This is an optimization exercise on Yosys and OpenROAD, whose aim is small area and a short achievable clock period, not a production implementation. In this exercise RTL edits were held to simulation tests only and were not proved equivalent to the original.

==> design.v <==
module muitiplier(
    input clk,rstn,
    input pipeline_muitiplier_flush,
    input pipeline_muitiplier_stall,
    input [4:0] pipeline_muitiplier_subtype,
    input [31:0] pipeline_muitiplier_din1,
    input [31:0] pipeline_muitiplier_din2,
    output [31:0] muitiplier_pipeline_dout
);
    localparam MULW=0,MULHW=1,MULHWU=2;
    wire stall,flush;wire [4:0] mode;reg [4:0] mode_reg;wire [31:0] din1,din2;reg [31:0] dout;
    reg [63:0]result;reg [31:0] ac,ad,bc,bd,a_b,c_d,abs,cds;
    assign stall=pipeline_muitiplier_stall,flush=pipeline_muitiplier_flush;
    assign mode=pipeline_muitiplier_subtype,din1=pipeline_muitiplier_din1;
    assign din2=pipeline_muitiplier_din2,muitiplier_pipeline_dout=dout;
    always@(posedge(clk))
    begin
    if(!rstn || (flush&&!stall))
        begin
        ac<=0;ad<=0;bc<=0;bd<=0;a_b<=0;c_d<=0;mode_reg<=0;
        end
    else if(!stall)
        begin
        ac<=din1[31:16]*din2[31:16];
        bd<=din1[15:0]*din2[15:0];
        ad<=din1[31:16]*din2[15:0];
        bc<=din1[15:0]*din2[31:16];
        a_b<=din1;
        c_d<=din2;
        mode_reg<=mode;
        end
    end
    always@(*)
    begin
    dout=0;
    result={ac,bd}+{15'b0,{1'b0,ad}+{1'b0,bc},16'b0};
    if(c_d[31]&&mode_reg==MULHW)
        abs=a_b;
    else
        abs=0;
    if(a_b[31]&&mode_reg==MULHW)
        cds=c_d;
    else
        cds=0;
    if(mode_reg==MULW)
        dout=result[31:0];
    else
        dout=result[63:32]-abs-cds;
    end
endmodule
==> run.sh <==
#!/bin/bash
# synth_recipe.tcl (not shown) runs the flow's synth.tcl, then flattens the netlist and writes it again
# the make line also repeats each setting of config.mk as NAME=value (left out here)
make -C /OpenROAD-flow-scripts/flow DESIGN_CONFIG=/design/flow/config.mk WORK_HOME=/design/flow/orfs CLKGATE_MAP_FILE= SYNTH_SCRIPT=/design/flow/synth_recipe.tcl finish
==> config.mk <==
export PLATFORM = sky130hd
export DESIGN_NAME = muitiplier
export DESIGN_NICKNAME = muitiplier
export VERILOG_FILES = /design/flow/design.v
export SDC_FILE = /design/flow/constraint.sdc
export NUM_CORES = 4
export LEC_CHECK = 0
export CAP_MARGIN = 20
export CORE_MARGIN = 2
export CORE_UTILIZATION = 40
export SLEW_MARGIN = 20
==> constraint.sdc <==
create_clock -name core_clock -period 12.0 [get_ports {clk}]
set_input_delay 2.4000 -clock core_clock [delete_from_list [all_inputs] [get_ports {clk}]]
set_output_delay 2.4000 -clock core_clock [all_outputs]
set_load 0.01 [all_outputs]
==> summary.md <==
| Metric | Value |
|---|---|
| Multiplexer area fraction after synthesis | `2.09%` |
| Final period util | `94.7%` |
| Fmax | `0.0880 GHz` |
| Clk buf depth | `2` |
| DR WL/cell | `19.8 µm` |
| Largest net degree at the start of global routing | `193` |
| Fin cells | `6909` |
| Avg Cell Area, Syn | `8.45 µm²` |
| Period minus WS final | `11.36 ns` |
| Slowest cell delay on critical path | `0.56 ns` |
| Most frequent cells in the layout | `nand2_1, inv_1, fa_1` |
| CTS tree | `yes` |
| Critical Path RT | `9.60 ns` |
| Worst setup SP type | `register` |
| Pins Over Slew Limit | `0` |
| Worst Max-Slew Pin Slew | `1.06 ns` |
| Hold endpoint | `ad[30]` |
| Num CTS Buffers | `17` |
| Worst R2R Path Depth | `5` |
| Clk sink count | `197` |
| Starting Density | `40.2%` |
| CP max FO | `6` |
| Port bufs | `104` |
| Die Width | `343 µm` |
| I/O Pins | `105` |
| Netlist cell types | `65` |
| H-Tree Depth | `4` |
| Die area | `117000 µm²` |
| Total track usage | `23.9%` |
| Layout cells sized above 1 | `3.04%` |
| Final wirelength | `137 mm` |
| Nature of the critical path endpoint | `output port` |
| Post-synthesis sequential area ratio | `8.60%` |
| Fillers | `11400` |
| RSZ-0062 raised after global routing | `no` |
| Status | `complete, no violations` |
| Core Region | `114000 µm²` |
| Hold Crit Depth | `2` |
| Compound-gate portion of the synthesized area | `8.74%` |
| Worst skew pair latency | `0.49 ns` |
| Final setup fails | `0` |
| Hold_ws | `0.471 ns` |
| Max cap viols | `0` |
| Relative slew slack | `29.4%` |
| Setup tns final | `0 ns` |
| Mapped Cells | `5427` |
| Commonest non-fill, non-tap cell in the layout | `nand2_1` |
| Slowest-stage cell, CP | `clkdlybuf4s50_1` |
| Row count | `124` |
| Die H | `343 µm` |
| Post-synthesis adder-cell area fraction | `49.4%` |
| Syn nets | `6824` |
| Vias in the first global route | `36800` |
| Global-route wire length before repair | `216 mm` |
| CTS hold repair buffers | `0` |
| GP Congestion | `0.922` |
| Post-route ant nets | `0` |
| Worst R2R Start | `ad[31]` |
| Share of synthesized registers carrying an async set or reset | `0%` |
| Area growth syn-to-layout | `7.08%` |
| Total grt overflow | `0` |
| HPWL Detailed | `108 mm` |
| Post-Syn Area | `45900 µm²` |
| Vias per cell | `5.26` |
| Most used DFF post-synth | `dfxtp_1` |
| 1st-pass router iterations | `5` |
| Final Hold Viols | `0` |
| Synth Warn # | `1` |
| Crit Path Class | `register to output port` |
| Clock Skews | `0 ns` |
| Dpl cells | `6871` |
| Min-delay worst type | `register to register` |
| Worst hold start | `ad[30]` |
| Worst r2r dst | `ad[31]` |
| Final core occ | `43.1%` |
| Synth Area in Simple Gates | `17.6%` |
| Main combinational cell family by area after synthesis | `adder cells` |
| Root Driver | `clkbuf_16` |
| Via count | `36400` |
| Arrival @ worst endpoint | `8.96 ns` |
| CTS clk-pin slew, worst paths | `0.09 ns` |
| Drt drc | `0` |
| Post-synthesis register bit count | `197` |
| Number of synthesized flops with an enable pin | `0` |
| Final #Nets | `6776` |
| Synth Area in XOR/XNOR | `3.78%` |
| Flop2flop setup slack | `10.75 ns` |
| Initial DRC count | `2536` |
| Initial antenna violation count | `8` |
-- logic make-up (layout without fill, tap and decap cells) --
kind of cell | after synthesis | count (layout)
other | 0 | 5
and+or+nand+nor | 1761 | 1761
AOI/OAI and AO/OA | 648 | 648
xor gates and xnor gates | 198 | 198
DFF | 197 | 197
buffers and inverters | 1203 | 1168
adders and majority gates | 1324 | 1324
muxes | 96 | 96
-- cell type report --
class	instances	area, µm²	share of cell area (%)
repair buffers	201	1720	3.49
clock buffers	17	425	0.866
clock inverters	15	184	0.374
diodes	5	12.5	0.0255
inverters	935	3510	7.15
flip-flops and latches	197	3940	8.03
multi-input cells	4027	37400	76.2
well taps	1512	1890	3.85
-- worst max path at each step --
stage                                   endpoint  startpoint  slack (ns)
floorplan           muitiplier_pipeline_dout[27]       ad[0]        2.51
global placement    muitiplier_pipeline_dout[29]       ad[0]        1.22
detailed placement  muitiplier_pipeline_dout[26]       bc[0]        1.15
CTS                 muitiplier_pipeline_dout[26]       bc[0]        0.53
global route        muitiplier_pipeline_dout[26]       ad[0]       0.005
finish              muitiplier_pipeline_dout[31]       bc[0]        0.64
-- synth_stat cells, drive strengths merged, types with 4 or more instances --
| cell | number | area share, % |
|---|---|---|
| a2111oi | 5 | 0.14 |
| a211o | 9 | 0.17 |
| a211oi | 17 | 0.28 |
| a21boi | 5 | 0.082 |
| a21o | 98 | 1.6 |
| a21oi | 256 | 2.8 |
| a221oi | 4 | 0.076 |
| a22oi | 7 | 0.11 |
| a311oi | 6 | 0.11 |
| a31o | 5 | 0.095 |
| a31oi | 21 | 0.32 |
| a41oi | 4 | 0.076 |
| and2 | 362 | 4.9 |
| and3 | 26 | 0.35 |
| and4 | 5 | 0.095 |
| buf | 12 | 0.098 |
| clkbuf | 256 | 2.1 |
| dfxtp | 197 | 8.6 |
| fa | 809 | 35 |
| ha | 515 | 14 |
| inv | 935 | 7.7 |
| mux2i | 96 | 2.1 |
| nand2 | 935 | 7.7 |
| nand2b | 29 | 0.40 |
| nand3 | 37 | 0.40 |
| nand4 | 19 | 0.26 |
| nor2 | 235 | 1.9 |
| nor2b | 36 | 0.49 |
| nor3 | 27 | 0.29 |
| nor3b | 6 | 0.098 |
| nor4 | 8 | 0.11 |
| nor4b | 5 | 0.095 |
| o211ai | 13 | 0.22 |
| o21a | 21 | 0.34 |
| o21ai | 122 | 1.3 |
| o21bai | 25 | 0.41 |
| o31ai | 8 | 0.13 |
| or2 | 4 | 0.055 |
| or3 | 16 | 0.22 |
| or4 | 4 | 0.065 |
| xnor2 | 139 | 2.7 |
| xor2 | 59 | 1.1 |
-- routing by layer --
| layer | GRT usage [%] | wire length [µm] | up-vias |
|---|---|---|---|
| met2 | 38.8 | 63400 | 1091 |
| met5 | 0 | 50 | - |
| met4 | 5.73 | 3210 | 8 |
| li1 | - | - | 16700 |
| met1 | 33.8 | 61600 | 18400 |
| met3 | 2.98 | 8610 | 147 |
-- worst max-delay path, delay by kind of cell (launching register included) --
| family | cells | cell delay (ns) |
|---|---|---|
| DFF | 1 | 0.35 |
| buffers and inverters | 2 | 0.62 |
| muxes | 1 | 0.15 |
| and+or+nand+nor | 9 | 1.65 |
| adders and majority gates | 5 | 1.72 |
| xor gates and xnor gates | 3 | 0.50 |
| AOI/OAI and AO/OA | 17 | 3.48 |
-- metrics by stage --
step / setup slack, ns / instance area, µm²
finish: 0.640 / 49100
global route: 0.00533 / 49100
CTS: 0.525 / 49100
detailed placement: 1.15 / 48500
global placement: 1.22 / 48500
floorplan: 2.51 / 45900
-- what timing repair did --
action | in CTS | in global routing
endpoints found under the setup margin | 0 | 5
resized for setup | 0 | 3
buffers inserted | 0 | 1

==> separate check: timing with driven ports <==
The results above use ideal ports. As a check the final layout listed here was re-extracted and re-timed, cells and wires unchanged.
Step 1 sets driving cells, clkbuf_16 on the clock port and buf_2 on the other inputs (assumed; they add their load-dependent delay and slew).
Step 2, shift: input delay + t, output delay - t, t = (earliest + latest rising clock arrival at the registers) / 2. This alone moves slack from input paths to output paths.
Three values: no drivers, after step 1, after step 2; two values: the first two.
t (ns): 0.560
slack for setup (ns): 0.640 / 0.574 / 1.135
worst setup path after step 2: register to output
worst register clock-pin slew, ns: 0.09 / 0.09
pins driven straight from the clock port: 1
After both steps this run still meets setup and hold. The setup slack of this run moves by -0.066 ns with the drivers and by +0.495 ns with both steps.
